Background: an optimization exercise with open tools, aiming at small area. Do not read the settings as production practice.
The RTL was checked by simulation tests, not by an equivalence proof against the original design.

== job 2634 ==
==> flow/design.v <==
`timescale 1ns / 1ps
module Modu_BPU(
	clk,Iter,blockIndex,Parallel_degree,Init_Flag_BPU_M,Init_Flag_BPU_L,initBeta,Alpha_In_BPU,
	data_In_BPU,
	q_up,
	betaValueOut_next,Le_sys,Le_par,D
	);
	input clk;
	input [3:0] Iter;
	input [2:0] blockIndex;
	input [3:0] Parallel_degree;
	input Init_Flag_BPU_M;
	input Init_Flag_BPU_L;
	input [79:0] initBeta;
	input [79:0] Alpha_In_BPU;
	input [21:0] data_In_BPU;
	input [3:0] q_up;
	output [79:0] betaValueOut_next;
	output [7:0] Le_sys;
	output [7:0] Le_par;
	output D;
	function [13:0] add14;
		input [13:0] a;
		input [13:0] b;
		input ci;
		integer i;
		reg c;
		begin
			c = ci;
			for (i = 0; i < 14; i = i + 1) begin
				add14[i] = a[i] ^ b[i] ^ c;
				c = (a[i] & b[i]) | (c & (a[i] ^ b[i]));
			end
		end
	endfunction
	function [13:0] sx10;
		input [9:0] v;
		begin
			sx10 = {{4{v[9]}}, v};
		end
	endfunction
	function [13:0] sx11;
		input [10:0] v;
		begin
			sx11 = {{3{v[10]}}, v};
		end
	endfunction
	function [13:0] sx12;
		input [11:0] v;
		begin
			sx12 = {{2{v[11]}}, v};
		end
	endfunction
	function [10:0] emax;
		input [10:0] a;
		input [10:0] b;
		reg [13:0] d;
		begin
			d = add14(sx11(a), ~sx11(b), 1'b1);
			emax = d[11] ? b : a;
		end
	endfunction
	function [11:0] qmax;
		input [11:0] a;
		input [11:0] b;
		reg [13:0] d;
		begin
			d = add14({2'b00, a}, ~{2'b00, b}, 1'b1);
			qmax = d[11] ? b : a;
		end
	endfunction
	function [11:0] qmaxf;
		input [11:0] a;
		input [11:0] b;
		reg [11:0] d;
		begin
			d = a - b;
			qmaxf = d[11] ? b : a;
		end
	endfunction
	function [9:0] sat10;
		input [11:0] v;
		begin
			if (v[11:9] == 3'b000 || v[11:9] == 3'b111)
				sat10 = v[9:0];
			else
				sat10 = v[11] ? 10'h200 : 10'h1ff;
		end
	endfunction
	function [7:0] scale_sat;
		input [12:0] x;
		reg [13:0] mag, t1, t2;
		reg [7:0] t;
		reg big, sat_p, sat_n;
		begin
			mag = x[12] ? add14(~{x[12], x}, 14'd0, 1'b1) : {x[12], x};
			big = |mag[13:9];
			t1 = add14({7'd0, mag[8:2]}, {8'd0, mag[8:3]}, 1'b0);
			t2 = add14(t1, ~{11'd0, mag[8:6]}, 1'b1);
			t = t2[7:0];
			sat_p = big | t[7];
			sat_n = big | (t[7] & (|t[6:0]));
			if (x[12])
				scale_sat = sat_n ? 8'h80 : (~t + 8'd1);
			else
				scale_sat = sat_p ? 8'h7f : t;
		end
	endfunction
	reg [8:0] sa_r;    
	reg [6:0] par_r;   
	wire [13:0] sa_in = add14({{7{data_In_BPU[6]}}, data_In_BPU[6:0]}, {{6{data_In_BPU[21]}}, data_In_BPU[21:14]}, 1'b0);
	always @(posedge clk) begin
		sa_r  <= sa_in[8:0];
		par_r <= data_In_BPU[13:7];
	end
	wire [13:0] g0f = add14({{5{sa_r[8]}}, sa_r}, {{7{par_r[6]}}, par_r}, 1'b0);    
	wire [13:0] g1f = add14({{5{sa_r[8]}}, sa_r}, ~{{7{par_r[6]}}, par_r}, 1'b1);   
	reg [79:0] Breg;
	wire [9:0] B0 = Breg[9:0],   B1 = Breg[19:10], B2 = Breg[29:20], B3 = Breg[39:30];
	wire [9:0] B4 = Breg[49:40], B5 = Breg[59:50], B6 = Breg[69:60], B7 = Breg[79:70];
	function [10:0] cn;
		input [9:0] b;
		input [9:0] n;
		reg [13:0] d;
		begin
			d = add14(sx10(b), ~sx10(n), 1'b1);
			cn = d[10:0];
		end
	endfunction
	wire [10:0] C0 = cn(B0, B1), C2 = cn(B2, B1), C3 = cn(B3, B1), C4 = cn(B4, B1);
	wire [10:0] C5 = cn(B5, B1), C6 = cn(B6, B1), C7 = cn(B7, B1);
	function [9:0] bfly;
		input [10:0] ci;
		input [10:0] cj;
		input [9:0] g;
		input neg;
		reg [13:0] gp, gn, t1, t2, d;
		begin
			gp = neg ? ~sx10(g) : sx10(g);
			gn = neg ? sx10(g) : ~sx10(g);
			t1 = add14(sx11(ci), gp, neg);
			t2 = add14(sx11(cj), gn, ~neg);
			d = add14(sx12(t1[11:0]), ~sx12(t2[11:0]), 1'b1);
			bfly = sat10(d[12] ? t2[11:0] : t1[11:0]);
		end
	endfunction
	assign betaValueOut_next = {
		bfly(C6, C7,    g0f[9:0], 1'b0),   
		bfly(C4, C5,    g1f[9:0], 1'b0),   
		bfly(C2, C3,    g1f[9:0], 1'b1),   
		bfly(C0, 11'd0, g0f[9:0], 1'b1),   
		bfly(C6, C7,    g0f[9:0], 1'b1),   
		bfly(C4, C5,    g1f[9:0], 1'b1),   
		bfly(C2, C3,    g1f[9:0], 1'b0),   
		bfly(C0, 11'd0, g0f[9:0], 1'b0)    
	};
	wire init_any = Init_Flag_BPU_L == 1 || Init_Flag_BPU_M == 1;
	wire init_zero = (Iter==0 && Init_Flag_BPU_L==1'b0 && Init_Flag_BPU_M==1'b1)
		|| (q_up == 1 && blockIndex<Parallel_degree-1 && Iter==0 && Init_Flag_BPU_L==1'b1 && Init_Flag_BPU_M==1'b0);
	always @(posedge clk) begin
		if (init_any)
			Breg <= init_zero ? 80'd0 : initBeta;
		else
			Breg <= betaValueOut_next;
	end
	function [10:0] ab;
		input [9:0] a;
		input [9:0] b;
		reg [13:0] s;
		begin
			s = add14(sx10(a), sx10(b), 1'b0);
			ab = s[10:0];
		end
	endfunction
	wire [9:0] A0 = Alpha_In_BPU[9:0],   A1 = Alpha_In_BPU[19:10], A2 = Alpha_In_BPU[29:20], A3 = Alpha_In_BPU[39:30];
	wire [9:0] A4 = Alpha_In_BPU[49:40], A5 = Alpha_In_BPU[59:50], A6 = Alpha_In_BPU[69:60], A7 = Alpha_In_BPU[79:70];
	reg [10:0] M1, M2, M3, M4, M5, M6, M7, M8;
	reg [8:0] sa_1;
	reg [6:0] par_1;
	always @(posedge clk) begin
		M1 <= emax(ab(A0,B0), ab(A4,B1));
		M2 <= emax(ab(A1,B2), ab(A5,B3));
		M3 <= emax(ab(A6,B4), ab(A2,B5));
		M4 <= emax(ab(A7,B6), ab(A3,B7));
		M5 <= emax(ab(A4,B0), ab(A0,B1));
		M6 <= emax(ab(A5,B2), ab(A1,B3));
		M7 <= emax(ab(A2,B4), ab(A6,B5));
		M8 <= emax(ab(A3,B6), ab(A7,B7));
		sa_1 <= sa_r;
		par_1 <= par_r;
	end
	function [11:0] addo;
		input [10:0] m;
		input [11:0] o;
		reg [13:0] s;
		begin
			s = add14(sx11(m), sx12(o), 1'b0);
			addo = s[11:0];
		end
	endfunction
	function [11:0] subo;
		input [10:0] m;
		input [11:0] o;
		reg [13:0] s;
		begin
			s = add14(sx11(m), ~sx12(o), 1'b1);
			subo = s[11:0];
		end
	endfunction
	wire [11:0] px = {{5{par_1[6]}}, par_1};
	wire [11:0] sx = {{3{sa_1[8]}}, sa_1};
	reg [11:0] Fs1, Fs2, Fp1, Fp2;
	reg [8:0] sa_2;
	always @(posedge clk) begin
		Fs1 <= qmaxf(qmax(addo(M1, px), subo(M2, px)), qmax(subo(M3, px), addo(M4, px)));
		Fs2 <= qmaxf(qmax(subo(M5, px), addo(M6, px)), qmax(addo(M7, px), subo(M8, px)));
		Fp1 <= qmaxf(qmax(addo(M1, sx), subo(M6, sx)), qmax(subo(M7, sx), addo(M4, sx)));
		Fp2 <= qmaxf(qmax(subo(M5, sx), addo(M2, sx)), qmax(addo(M3, sx), subo(M8, sx)));
		sa_2 <= sa_1;
	end
	wire [13:0] les_f = add14(sx12(Fs1), ~sx12(Fs2), 1'b1);
	wire [13:0] lep_f = add14(sx12(Fp1), ~sx12(Fp2), 1'b1);
	wire [13:0] d_t = add14(les_f, {{4{sa_2[8]}}, sa_2, 1'b0}, 1'b0);
	reg [12:0] les_r, lep_r;
	reg [1:0] d_pipe;
	always @(posedge clk) begin
		les_r <= les_f[12:0];
		lep_r <= lep_f[12:0];
		d_pipe <= {d_pipe[0], d_t[13]};
	end
	assign D = d_pipe[1];
	reg [31:0] les_pipe, lep_pipe;
	always @(posedge clk) begin
		les_pipe <= {les_pipe[23:0], scale_sat(les_r)};
		lep_pipe <= {lep_pipe[23:0], scale_sat(lep_r)};
	end
	assign Le_sys = les_pipe[31:24];
	assign Le_par = lep_pipe[31:24];
endmodule
Settings: LEC_CHECK=0, CAP_MARGIN=20, CORE_MARGIN=2, CORE_UTILIZATION=40, PLACE_DENSITY=0.6, SLEW_MARGIN=20; clock period 10.0 ns.
run.sh (not shown) runs the stock make flow with config.mk's settings and CLKGATE_MAP_FILE= SYNTH_SCRIPT=/design/flow/synth_recipe.tcl, a recipe that flattens the netlist after the stock synthesis.
No stage failed in job 2634, and the final checks on the layout all came back clean.
### job 2634 -> job 8734
Settings: changing CORE_UTILIZATION from 40 to 75; setting SETUP_SLACK_MARGIN to 0.1 for the first time; changing PLACE_DENSITY from 0.6 to 0.85; setting ABC_AREA to 1 for the first time.
==> flow/flow/run.sh (new file) <==
#!/bin/bash
# The standard layout, with the port buffers taken from the smallest
# buffer cell instead of the one buffer_ports picks by default.
set -e
export BUFFER_PORTS_ARGS="-buffer_cell sky130_fd_sc_hd__buf_1"
bash standard.sh > standard.log 2>&1
==> flow/standard.sh (new file) <==
#!/bin/bash
# synth_recipe.tcl (not shown) runs the flow's synth.tcl, then flattens the netlist and writes it again
# the make line also repeats each setting of config.mk as NAME=value (left out here)
make -C /OpenROAD-flow-scripts/flow DESIGN_CONFIG=/design/flow/config.mk WORK_HOME=/design/flow/orfs CLKGATE_MAP_FILE= SYNTH_SCRIPT=/design/flow/synth_recipe.tcl "${@:-finish}"
removed: flow/run.sh
==> comparison <==
- Job 8734 has completed all stages; timing, DRC and antenna checks passed.
- Job 8734 vs job 2634: synthesized-area fraction occupied by and/or/nand/nor cells up
- Compared job 8734 against job 2634; clock latency of the later-clocked register in the worst-skew pair within noise.
- Job 8734 ended with less x dimension of the die than job 2634.
- Job 2634 has a lower number of diodes than job 8734.
- Between job 8734 and job 2634, the wire length of the first global-routing pass is lower for job 8734.
- Job 8734 ended with less share of final-layout standard cells stronger than drive strength 1 than job 2634.
- Summary — multi-input logic area, job 8734 relative to job 2634: lower, by about 7%.
Input-level comparison between job 5737 and job 8734:
Settings: SETUP_SLACK_MARGIN now 0.15, was 0.1; CORE_UTILIZATION now 40, was 75; PLACE_DENSITY now 0.6, was 0.85.
--- outcome ---
Job 5737 did not stop at any stage, and its layout met the timing, DRC and antenna checks. Job 8734 has completed all stages; timing, DRC and antenna checks passed. Higher synthesis-to-layout area growth among job 5737 and job 8734: job 5737. In the metrics for job 5737 and job 8734, the one carrying the lower count of clock-net buffers in the final layout is job 8734. In job 5737 relative to job 8734, critical path depth had gone down by a few percent. Compared with job 8734, job 5737 shows wire length that has gone down by a few percent. Job 8734 → job 5737: number of global-route vias before repair dropped 2854; clock-cell share of area climbed 0.53 points; antenna diode count dropped 3.
Relative to job 5737, the following input files were edited for job 8822:
Settings: PLACE_DENSITY: 0.6 -> 0.75; CORE_UTILIZATION: 40 -> 60.
Job 8822: full flow OK, the timing, DRC and antenna checks passed. Summary of job 8822 over job 5737: setup slack climbed 0.052 ns, final weighted congestion in routability-driven placement climbed 2.3%. Compared to job 5737, the routing of job 8822 uses less wire. Job 8822 ended up with met4 as its highest metal layer with signal wires; job 5737 ended up with met5. Cmp job 8822 and job 5737 / first-iteration DRC count / lower: job 5737.

[what the ideal ports hide]
The results above use ideal ports. As a check the final layouts listed here were re-extracted and re-timed, cells and wires unchanged. Step 1 (the two cells are an assumption about what drives the block):
set clk [get_ports {clk}]
set_driving_cell -lib_cell sky130_fd_sc_hd__clkbuf_16 $clk
set_driving_cell -lib_cell sky130_fd_sc_hd__buf_2 [delete_from_list [all_inputs] $clk]
Step 2 moves the port delays by t, midway between the first and last clock arrival at a register: inputs arrive t later, outputs are due t later. That takes back most of the time a late clock gives input paths. Three values: ideal, step 1, step 2; two values: the first two.
run	t, ns	slack for setup (ns)	worst setup path at the end	worst slew at a driven data input, ns
job 2634	0.641	0.118 / 0.055 / 0.603	register to register	0.12
job 8734	0.643	0.172 / 0.109 / 0.753	register to output	0.14
job 5737	0.653	0.311 / 0.243 / 0.897	register to output	0.10
job 8822	0.631	0.363 / 0.304 / 0.935	register to output	0.07
After both steps every run listed still meets setup and hold.
